What follows belongs to an exercise in optimizing a design on an open flow for small area; a production flow would make more cautious choices. In this exercise RTL edits were held to simulation tests only and were not proved equivalent to the original.

build 93:
// rv_core
module rv_core #(parameter Nregs = 16,
                 parameter debug = 0,
                 parameter fpuen = 1 ) (
  input  logic clk,
  input  logic xreset,
  output u32_t i_adr,	 
  input  u32_t i_dr,	 
  output logic i_re,	 
  input  logic i_rdy,	 
  output u32_t d_adr,	 
  input  u32_t d_dr,	 
  output logic d_re,	 
  output u32_t d_dw,	 
  output u4_t  d_we,	 
  input  logic d_rdy,	 
  input  logic d_be,	 
  input  logic irq   
  );
clock: 36.0 ns
lec_check: 0
abc_area: 1
cap_margin: 30
core_margin: 2
core_utilization: 40
cts_cluster_diameter: 100
cts_cluster_size: 15
setup_slack_margin: 0.1
slew_margin: 20
standard.sh (not shown) runs the stock make flow with config.mk's settings and CLKGATE_MAP_FILE= SYNTH_SCRIPT=/design/flow/synth_recipe.tcl, a recipe that flattens the netlist after the stock synthesis.
==> flow/flow/run.sh <==
#!/bin/bash
# Own layout flow = the standard ORFS flow with a re-mapped synthesis netlist.
#  2. fapol.py: choose the polarity of each full adder so that fewer inverters are needed
#  3. resynthesis: all combinational cells except full/half adders are dissolved into logic
#     and mapped again by ABC with an area-oriented script (flow/abc.script); registers,
#     adders and tie cells are kept as they are
#  5. the standard layout flow (bash standard.sh finish) on the chosen netlist, with the make
#     settings listed in flow/extra.txt (clock tree options, port buffer cell, buf_4 left out of timing repair)
# Each tool writes its full output to a log file of its own in this folder (log_*.txt).
set -uo pipefail
W=$(pwd)
F=$W/flow
R=orfs/results/${FLOW_PLATFORM}/rv_core/base
export PATH="$FLOW_HOME/../tools/install/yosys/bin:$FLOW_HOME/../tools/install/OpenROAD/bin:$PATH"

echo "== reference synthesis"
bash standard.sh synth > log_synth_reference.txt 2>&1 || { echo "reference synthesis failed"; exit 1; }
cp "$R/1_2_yosys.v" ref.v

LIB=$(make -s -C "$FLOW_HOME" DESIGN_CONFIG="$W/config.mk" WORK_HOME="$W/orfs" print-LIB_FILES 2>/dev/null | sed -n 's/^LIB_FILES: *//p' | awk '{print $1}')
DU=$(make -s -C "$FLOW_HOME" DESIGN_CONFIG="$W/config.mk" WORK_HOME="$W/orfs" print-DONT_USE_CELLS 2>/dev/null | sed -n 's/^DONT_USE_CELLS: *//p')
DUA=""; for c in $DU; do DUA="$DUA -dont_use $c"; done
printf 'set_driving_cell sky130_fd_sc_hd__buf_1\nset_load 5\n' > abc.constr

resyn() {  # $1 in.v  $2 out.v  $3 tag
  python3 "$F/fapol.py" "$1" "pol_$3.v" > "log_fapol_$3.txt" 2>&1 || return 1
  cat > "resyn_$3.ys" <<EOY
read_liberty -ignore_miss_func $LIB
read_verilog pol_$3.v
hierarchy -top ${FLOW_TOP}
setattr -mod -set keep_hierarchy 1 sky130_fd_sc_hd__fa_* sky130_fd_sc_hd__ha_* sky130_fd_sc_hd__*df* sky130_fd_sc_hd__conb_*
flatten
delete t:\$scopeinfo
opt_clean -purge
abc -script $F/abc.script -liberty $LIB $DUA -constr $W/abc.constr -D $(awk "BEGIN{print ${FLOW_PERIOD_NS}*1000}")
opt_clean -purge
setundef -zero
hilomap -singleton -hicell sky130_fd_sc_hd__conb_1 HI -locell sky130_fd_sc_hd__conb_1 LO
splitnets
opt_clean -purge
insbuf -buf sky130_fd_sc_hd__buf_4 A X
select ${FLOW_TOP}
tee -o stat_$3.txt stat -liberty $LIB
write_verilog -noattr -nohex -nodec -selected $2
EOY
  yosys -s "resyn_$3.ys" > "log_resyn_$3.txt" 2>&1 || return 1
}

use=ref.v
echo "== resynthesis"
if resyn ref.v mine1.v 1 && resyn mine1.v mine2.v 2 && resyn mine2.v mine3.v 3; then
  # candidates from the smallest area to the largest
  cands=$(for i in 1 2 3; do echo "$(sed -n "s/.*Chip area for module .*: //p" stat_$i.txt) mine$i.v"; done | sort -g | awk '{print $2}')
  for cand in $cands; do
    if python3 "$F/regcheck.py" ref.v $cand > log_regcheck_$cand.txt 2>&1 && \
       bash "$F/cec.sh" "$LIB" ref.v $cand > log_cec_$cand.txt 2>&1 && \
       grep -q "Networks are equivalent" log_cec_$cand.txt; then
      use=$cand; break
    fi
  done
fi
echo "netlist used: $use"
grep -i "chip area" orfs/reports/${FLOW_PLATFORM}/rv_core/base/synth_stat.txt stat_*.txt 2>/dev/null
if [[ $use != ref.v ]]; then
  cp $use "$R/1_2_yosys.v"
fi

echo "== layout"
# extra make variables for the layout steps (one assignment per line), e.g. CTS options
EXTRA=()
if [[ -f "$F/extra.txt" ]]; then
  while IFS= read -r line; do [[ -n "$line" && "$line" != \#* ]] && EXTRA+=("$line"); done < "$F/extra.txt"
fi
echo "extra layout settings: ${EXTRA[*]:-none}"
bash standard.sh "${EXTRA[@]}" finish > log_layout.txt 2>&1 || { echo "layout failed"; tail -20 log_layout.txt; exit 1; }
ls -la out/
Other scripts of this flow, unchanged in this note and not shown: flow/flow/abc.script, flow/flow/cec.sh, flow/flow/cutflops.py, flow/flow/extra.txt, flow/flow/fapol.py, flow/flow/regcheck.py
Setup changes, build 93 to trial 78
--- a/flow/design.v
+++ b/flow/design.v
@@ -1865,22 +1865,26 @@
     end
   end
 endmodule
 module rv_fpu (
     input logic clk,
     input logic xreset,
     input logic rdy,
     input alu_t alu,
     input u32_t rrd1,
     input u32_t rrd2,
     input logic [47:0] mprod,	 
+    output logic [31:0] nin,	 
+    output logic [5:0]  lz,
+    input  logic [31:0] nout,
+    input  logic        mlt_in,	 
     output u32_t rwdat,
     output u32_t rwdatx,   
     output logic cmpl,
     output logic mulop   
     );
   logic sgns;
   u9_t  exps;
   u29_t sums;
   logic nan, inf;
   u26_t R, A, B;	 
   typedef enum logic {Idle, Calc} state_t;
@@ -1955,30 +1959,28 @@
   assign lop  = {ylg, 3'b000};
   assign sop  = {shr, stk};
   assign sopx = sop ^ {27{sub}};
   rv_add #(27) u_fadd (.a(lop), .b(sopx), .ci(sub), .s(dsum), .co(dco));
   assign dres = {dco ^ sub, dsum};
   assign dneg = sub & ~dco;		 
   logic [31:0] ngin, ngout;
   logic        ngneg;
   rv_cneg #(32) u_neg (.a(ngin), .neg(ngneg), .y(ngout));
   assign vsums1 = ngout[27:0];
   assign vsgns1 = sgn1 ^ (sub & ~gt & dco & (dsum != 27'd0));
-  logic [31:0] fsrc, fneg, nin, nout;
-  logic [5:0]  lz;
+  logic [31:0] fsrc, fneg;
   logic        fsgn;
   assign fsgn = (rrd2 == 'd0) & rrd1[31];
   assign fneg = ngout;
   assign nin = isfloat ? fneg : {sums[26:0], 5'd0};
   rv_lzc32 u_lzc (.a(nin), .n(lz));
-  assign nout = nin << lz[4:0];
   logic [8:0]  vexps2, exps_p1, exps_mlz;
   logic        ecy2;
   logic [28:0] vsums2;
   logic [25:0] vsigs2;
   logic        rnd2;
   rv_inc #(9) u_expp1 (.a(exps), .ci(1'b1), .s(exps_p1), .co());
   rv_add #(9) u_expmlz (.a(exps), .b(~{3'd0, lz}), .ci(1'b1), .s(exps_mlz), .co(ecy2));
   always_comb begin
     if (sums == 'd0) begin
       vexps2 = '0;
       vsums2 = '0;
@@ -2024,26 +2026,23 @@
     if (mexp < 9'd128) e = 8'd0;
     else if (mexp > 9'd381) e = 8'hff;
     else e = mexp[7:0] - 8'd127;
     f = msig;
     if (fz1 || fz2) begin e = 8'd0; f = 23'd0; end
     if (inf1 || inf2) f = 23'd0;
     if (nan1 || nan2 || inf1 || inf2) e = 8'hff;
     fmul_res = {sgn1 ^ sgn2, e, f};
   end
   u32_t cmp_res;
   logic mlt, meq, mz1, mz2, clt, ceq;
-  logic [30:0] mdiff;
-  logic cmco;
-  rv_add #(31) u_fcmp (.a(rrd1[30:0]), .b(~rrd2[30:0]), .ci(1'b1), .s(mdiff), .co(cmco));
-  assign mlt = ~cmco;				 
+  assign mlt = mlt_in;				 
   assign meq = (rrd1[30:0] == rrd2[30:0]);
   assign mz1 = (rrd1[30:0] == 31'd0);
   assign mz2 = (rrd2[30:0] == 31'd0);
   always_comb begin
     case ({sgn1, sgn2})
     2'b00:   clt = mlt;
     2'b11:   clt = ~mlt & ~meq;
     2'b10:   clt = ~mz1 | ~mz2;
     default: clt = 1'b0;
     endcase
   end
@@ -2293,56 +2292,66 @@
   rv_mul33 u_rv_mul33 (.a(ma), .b(mb), .p(prod));
   u32_t rwd, rwdx;
   logic cmplm, mulopm;
   rv_muldiv u_rv_muldiv(	 
     .clk(clk),   .xreset(xreset), .rdy(rdy),
     .alu(alu),
     .rrd1(rrd1), .rrd2(rrd2), .prod(prod),
     .rwdat(rwd), .rwdatx(rwdx),
     .cmpl(cmplm), .mulop(mulopm)
   );
   u32_t rwdatf, rwdatxf;
+  logic [31:0] fnin, fnout;
+  logic [5:0]  flz;
+  logic        flt30;
   logic cmplf, mulopf;
   rv_fpu u_rv_fpu (
     .clk    (clk),
     .xreset (xreset),
     .rdy    (rdy),
     .alu    (alu),
     .rrd1   (rrd1),
     .rrd2   (rrd2),
     .mprod  (prod[47:0]),
+    .nin    (fnin),
+    .lz     (flz),
+    .nout   (fnout),
+    .mlt_in (flt30),
     .rwdat  (rwdatf),
     .rwdatx (rwdatxf),
     .cmpl   (cmplf),
     .mulop  (mulopf)
     );
   assign mulop = mulopm | mulopf;
   assign cmpl = cmplm | cmplf;
   assign rwdatx = rwdx | rwdatxf;
   logic isub, aco, ltu, lts;
   u32_t asum;
-  assign isub = (alu == SUB) || (alu == SLT) || (alu == SLTU);
+  assign isub = (alu == SUB) || (alu == SLT) || (alu == SLTU) ||
+                (alu == FEQ) || (alu == FLT) || (alu == FLE) || (alu == FMIN) || (alu == FMAX);
+  assign flt30 = ~(asum[31] ^ rrd1[31] ^ ~rrd2[31]);
   rv_addcs #(32, 16) u_add (.a(rrd1), .b(rrd2 ^ {32{isub}}), .ci(isub), .s(asum), .co(aco));
   assign ltu = ~aco;
   assign lts = ltu ^ rrd1[31] ^ rrd2[31];
   logic sleft, sfill;
   u32_t sin, sout, srev;
   logic [32:0] sext;
   always_comb begin
     sleft = (alu == SLL);
     sfill = (alu == SRA) & rrd1[31];
     for (int i = 0; i < 32; i++) sin[i] = sleft ? rrd1[31-i] : rrd1[i];
     sext = $signed({sfill, sin}) >>> rrd2[4:0];
     srev = rrd2[5] ? {32{sfill}} : sext[31:0];
     for (int i = 0; i < 32; i++) sout[i] = sleft ? srev[31-i] : srev[i];
   end
+  assign fnout = fnin << flz[4:0];	 
   always_comb begin
   case(alu)	 
   ADD:    rwdat = asum;
   S2:     rwdat = rrd2;
   SLT:    rwdat = {31'd0, lts};
   SLTU:   rwdat = {31'd0, ltu};
   XOR:    rwdat = rrd1 ^ rrd2;
   OR:     rwdat = rrd1 | rrd2;
   AND:    rwdat = rrd1 & rrd2;
   SLL:    rwdat = sout;
   SRL:    rwdat = sout;
Trial 78 ran to completion and came out clean on the timing, design-rule and antenna checks.
Compared with build 93, in trial 78 portion of the layout cell area used by non-clock buffers ~0 delta; share of the clock period used by the worst path after layout now sits higher; count of fill cells added during filler insertion went down by 517; sum of net half-perimeters after detailed placement lower.
Slack of the critical path (trial 78 over build 93): decrease, 190 ps
Going from build 93 to trial 78, final non-filler cell total went down 233, fraction of final layout cells sized beyond drive strength 1 picked up an extra 0.23 points, critical path depth climbed 9.
[trial 78] number of clock buffer instances in the layout fell 10 relative to build 93
Trial 78: placer congestion estimate about 1.3% above build 93
Design area: trial 78 better than build 93

* * *

Another version of the RTL of rv_core (not shown whole).
Size in the first run: ~12,000 cells after synthesis, ~0.11 mm² of cells after synthesis.
Settings: LEC_CHECK=0, ABC_AREA=1, CAP_MARGIN=30, CORE_MARGIN=2, CORE_UTILIZATION=40, CTS_CLUSTER_DIAMETER=100, CTS_CLUSTER_SIZE=20, SLEW_MARGIN=20; clock period 36.0 ns.
Scripts as last shown in full above: flow/flow/run.sh
Other scripts of this flow, unchanged in this note and not shown: flow/flow/abc.script, flow/flow/cec.sh, flow/flow/cutflops.py, flow/flow/extra.txt, flow/flow/fapol.py, flow/flow/regcheck.py
The first run finished with timing, DRC and antenna clean.
Then changed:
--- a/flow/design.v
+++ b/flow/design.v
@@ -340,62 +340,54 @@
     assign nqa[i] = (t1 | t2) ? ~QA[i-2] : nqh[i-2];
   end endgenerate
   rv_cneg #(32) u_nd2 (.a(d2), .neg(1'b1), .y(nd2));
   rv_cneg #(32) u_nb1 (.a(b1), .neg(1'b1), .y(nb1));
   assign nqb = t2 ? nd2 : nb1;
   rv_cneg #(32) u_xa (.a(rrd1), .neg(rrd1[31]), .y(xa));
   rv_cneg #(32) u_xb (.a(rrd2), .neg(rrd2[31]), .y(xb));
   typedef enum logic {Idle, Calc} state_t;
   state_t st;
   u5_t exc;
-  logic dstart;
-  assign dstart = xreset && rdy && st == Idle;
-  always_ff@(posedge clk) begin
-    if(dstart && (alu == DIV || alu == REM)) begin
-      QR <= {xb, 31'd0};
-      QB <= xa;
-      QA <= 'd0;
-    end else if(dstart && (alu == DIVU || alu == REMU)) begin
-      QR <= {rrd2, 31'd0};
-      QB <= rrd1;
-      QA <= 'd0;
-    end else begin
-      QA <= va;
-      QB <= vb;
-      QR <= {2'b00, QR[63:3]};
-    end
-  end
   always_ff@(posedge clk) begin
     if(!xreset) begin
       st <= Idle;
       exc <= 'd0;
       cmpl <= 1'b0;
     end else begin
       if(rdy && st == Idle) begin
         exc <= 'd16;
         cmpl <= 1'b0;
         case (alu)
         DIV,REM : begin
             sgn <= rrd1[31] ^ rrd2[31];
             msgn <= rrd1[31];
+            QR <= {xb, 31'd0};
+            QB <= xa;
+            QA <= 'd0;
             st <= Calc;
           end
         DIVU,REMU : begin
             sgn <= 1'b0;
             msgn <= 1'b0;
+            QR <= {rrd2, 31'd0};
+            QB <= rrd1;
+            QA <= 'd0;
             st <= Calc;
           end
         default: begin
             st <= Idle;
           end
         endcase
       end else if(st == Calc) begin
+        QA <= va;
+        QB <= vb;
+        QR <= {2'b00, QR[63:3]};
         case(alu)	 
         DIV:    rwdat <= sgn ? nqa : va;	 
         DIVU:   rwdat <= va;
         REM:    rwdat <= msgn ? nqb : vb;	 
         REMU:   rwdat <= vb;
         default: rwdat <= 'd0;
         endcase
         exc <= exc - 'd1;
         if(exc == 0) begin
           st <= Idle;
@@ -2654,33 +2646,35 @@
   u32_t   rwdatx;	 
   alu_t   alu;		 
   logic   bra_stall;	 
   logic   d_stall;	 
   logic   ex_stall;	 
   logic   stall;
   u32_t   mtvec, mepc;
   u16_t   mip, mie;
   u32_t   mcause;
   assign stall = bra_stall | d_stall | ex_stall;
+  logic   rdy1;
   u4_t    pcinc, pcinca;
   u32_t   ira;
   assign  ira = i_dr;
   assign  i_adr = pca;
   always_ff @ (posedge clk) begin
     if(!xreset) begin
       ir <= 'd0;
       irh <= 'd0;
     end else if(rdy) begin
       ir <= ira;
       if(!(ex_stall || d_stall))
         irh <= ir;
     end
+    rdy1 <= rdy;
   end
   assign IR = (ex_stall || d_stall) ? irh : ir;
   logic c_insn, c_insna;
   f_insn_t f_dec;
   u32_t c_imm, f_imm, imm;
   u32_t exir, eir;
   u3_t func3;
   parameter ECALL = 32'h00000073;
   assign c_insn = IR[1:0] != 2'b11;
   assign c_insna = ira[1:0] != 2'b11;
@@ -2939,24 +2933,23 @@
          end
     default: begin
          we = 1'b0;
          wd = 'd0;
          end
     endcase
   end
   assign rwdat_s1 = rwdx_s1 ? rwdatx : rwdat1;
   assign rwdx_s0 = mulop;
   always_ff @ (posedge clk) begin
-    begin	 
+    if(rdy1) begin
       mdr1 <= d_dr | d_dr1;
     end
-    bdst <= bdsta;
     if(rdy || !xreset) begin
       bra_stall <= bra_stall ? 1'b0 : bstall;
       if(!xreset)
         ex_stall <= 1'b0;     
       else if(cmpl)
         ex_stall <= 1'b0;
       else if(!bra_stall && f_dec.excyc > 0)
         ex_stall <= 1'b1;
       d_stall <= (ds1 | ds2);
       if(f_dec.excyc == 0 || cmpl || bra_stall)
@@ -2976,20 +2969,21 @@
       mwe1[1] <= mwe1[0];
       mar1[0] <= mar[1:0];
       mar1[1] <= mar1[0];
       d_be1[0] <= d_be;
       d_be1[1] <= d_be1[0];
       if(!(bra_stall)) begin
         if(!(ex_stall && !d_stall)) begin
             rrd1 <= rrd1a;
             rrd2 <= rrd2a;
         end
+        bdst <= bdsta;
         mar    <= mara;
         rwa[0] <= ds1 | ds2 ? R_NA : (f_dec.rwa == RD ? awd : 'd0);
         mmd    <= ds1 | ds2 ? SI   : f_dec.mode;
         mwe    <= ds1 | ds2 ? R_NA : f_dec.mwe;
         rwd[0] <= ds1 | ds2 ? R_NA : f_dec.rwd;
         alu    <= ds1 | ds2 ? A_NA : f_dec.alu;
       end
     end
   end
   function void debug_print(u32_t pc, u32_t ir, u32_t mar, u32_t mdr, u32_t rrd1, u32_t rrd2, u32_t rwdat);
Non-clock buffer count rises by 72.
Cell area went up by 2.0%.
Worst setup slack is worse by 0.029 ns.
Core utilization hardly moves.
Wire length is higher by 4.1%.
Register-to-register slack gets worse by 0.12 ns.
Count of clock-buffer cells in the layout climbs by 3.
Global-route usage climbs by 1.2 points.
Synthesized area grows by 1.7%.

## port drivers added, routing unchanged
No port has a modelled driver above. Below, the same layouts with a new extraction and two added sets of constraints. Step 1 (the two cells are an assumption about what drives the block):
set clk [get_ports {clk}]
set_driving_cell -lib_cell sky130_fd_sc_hd__clkbuf_16 $clk
set_driving_cell -lib_cell sky130_fd_sc_hd__buf_2 [delete_from_list [all_inputs] $clk]
Step 2, shift: input delay + t, output delay - t, t = (earliest + latest rising clock arrival at the registers) / 2. This alone moves slack from input paths to output paths. Slacks: ideal ports / drivers / drivers and shift; pairs: ideal ports / drivers.
run	t (ns)	setup slack, ns	hold slack, ns	worst data-port slew with drivers (ns)
build 93	0.967	1.363 / 1.246 / 2.213	0.410 / 0.410 / 0.410	0.11
trial 78	1.011	1.174 / 1.056 / 2.067	0.425 / 0.425 / 0.425	0.08
the first run of note 2	0.875	1.235 / 1.127 / 2.002	0.404 / 0.404 / 0.404	0.07
the second run of note 2	0.982	1.206 / 1.090 / 2.071	0.431 / 0.431 / 0.431	0.09
After both steps every run listed still meets setup and hold.
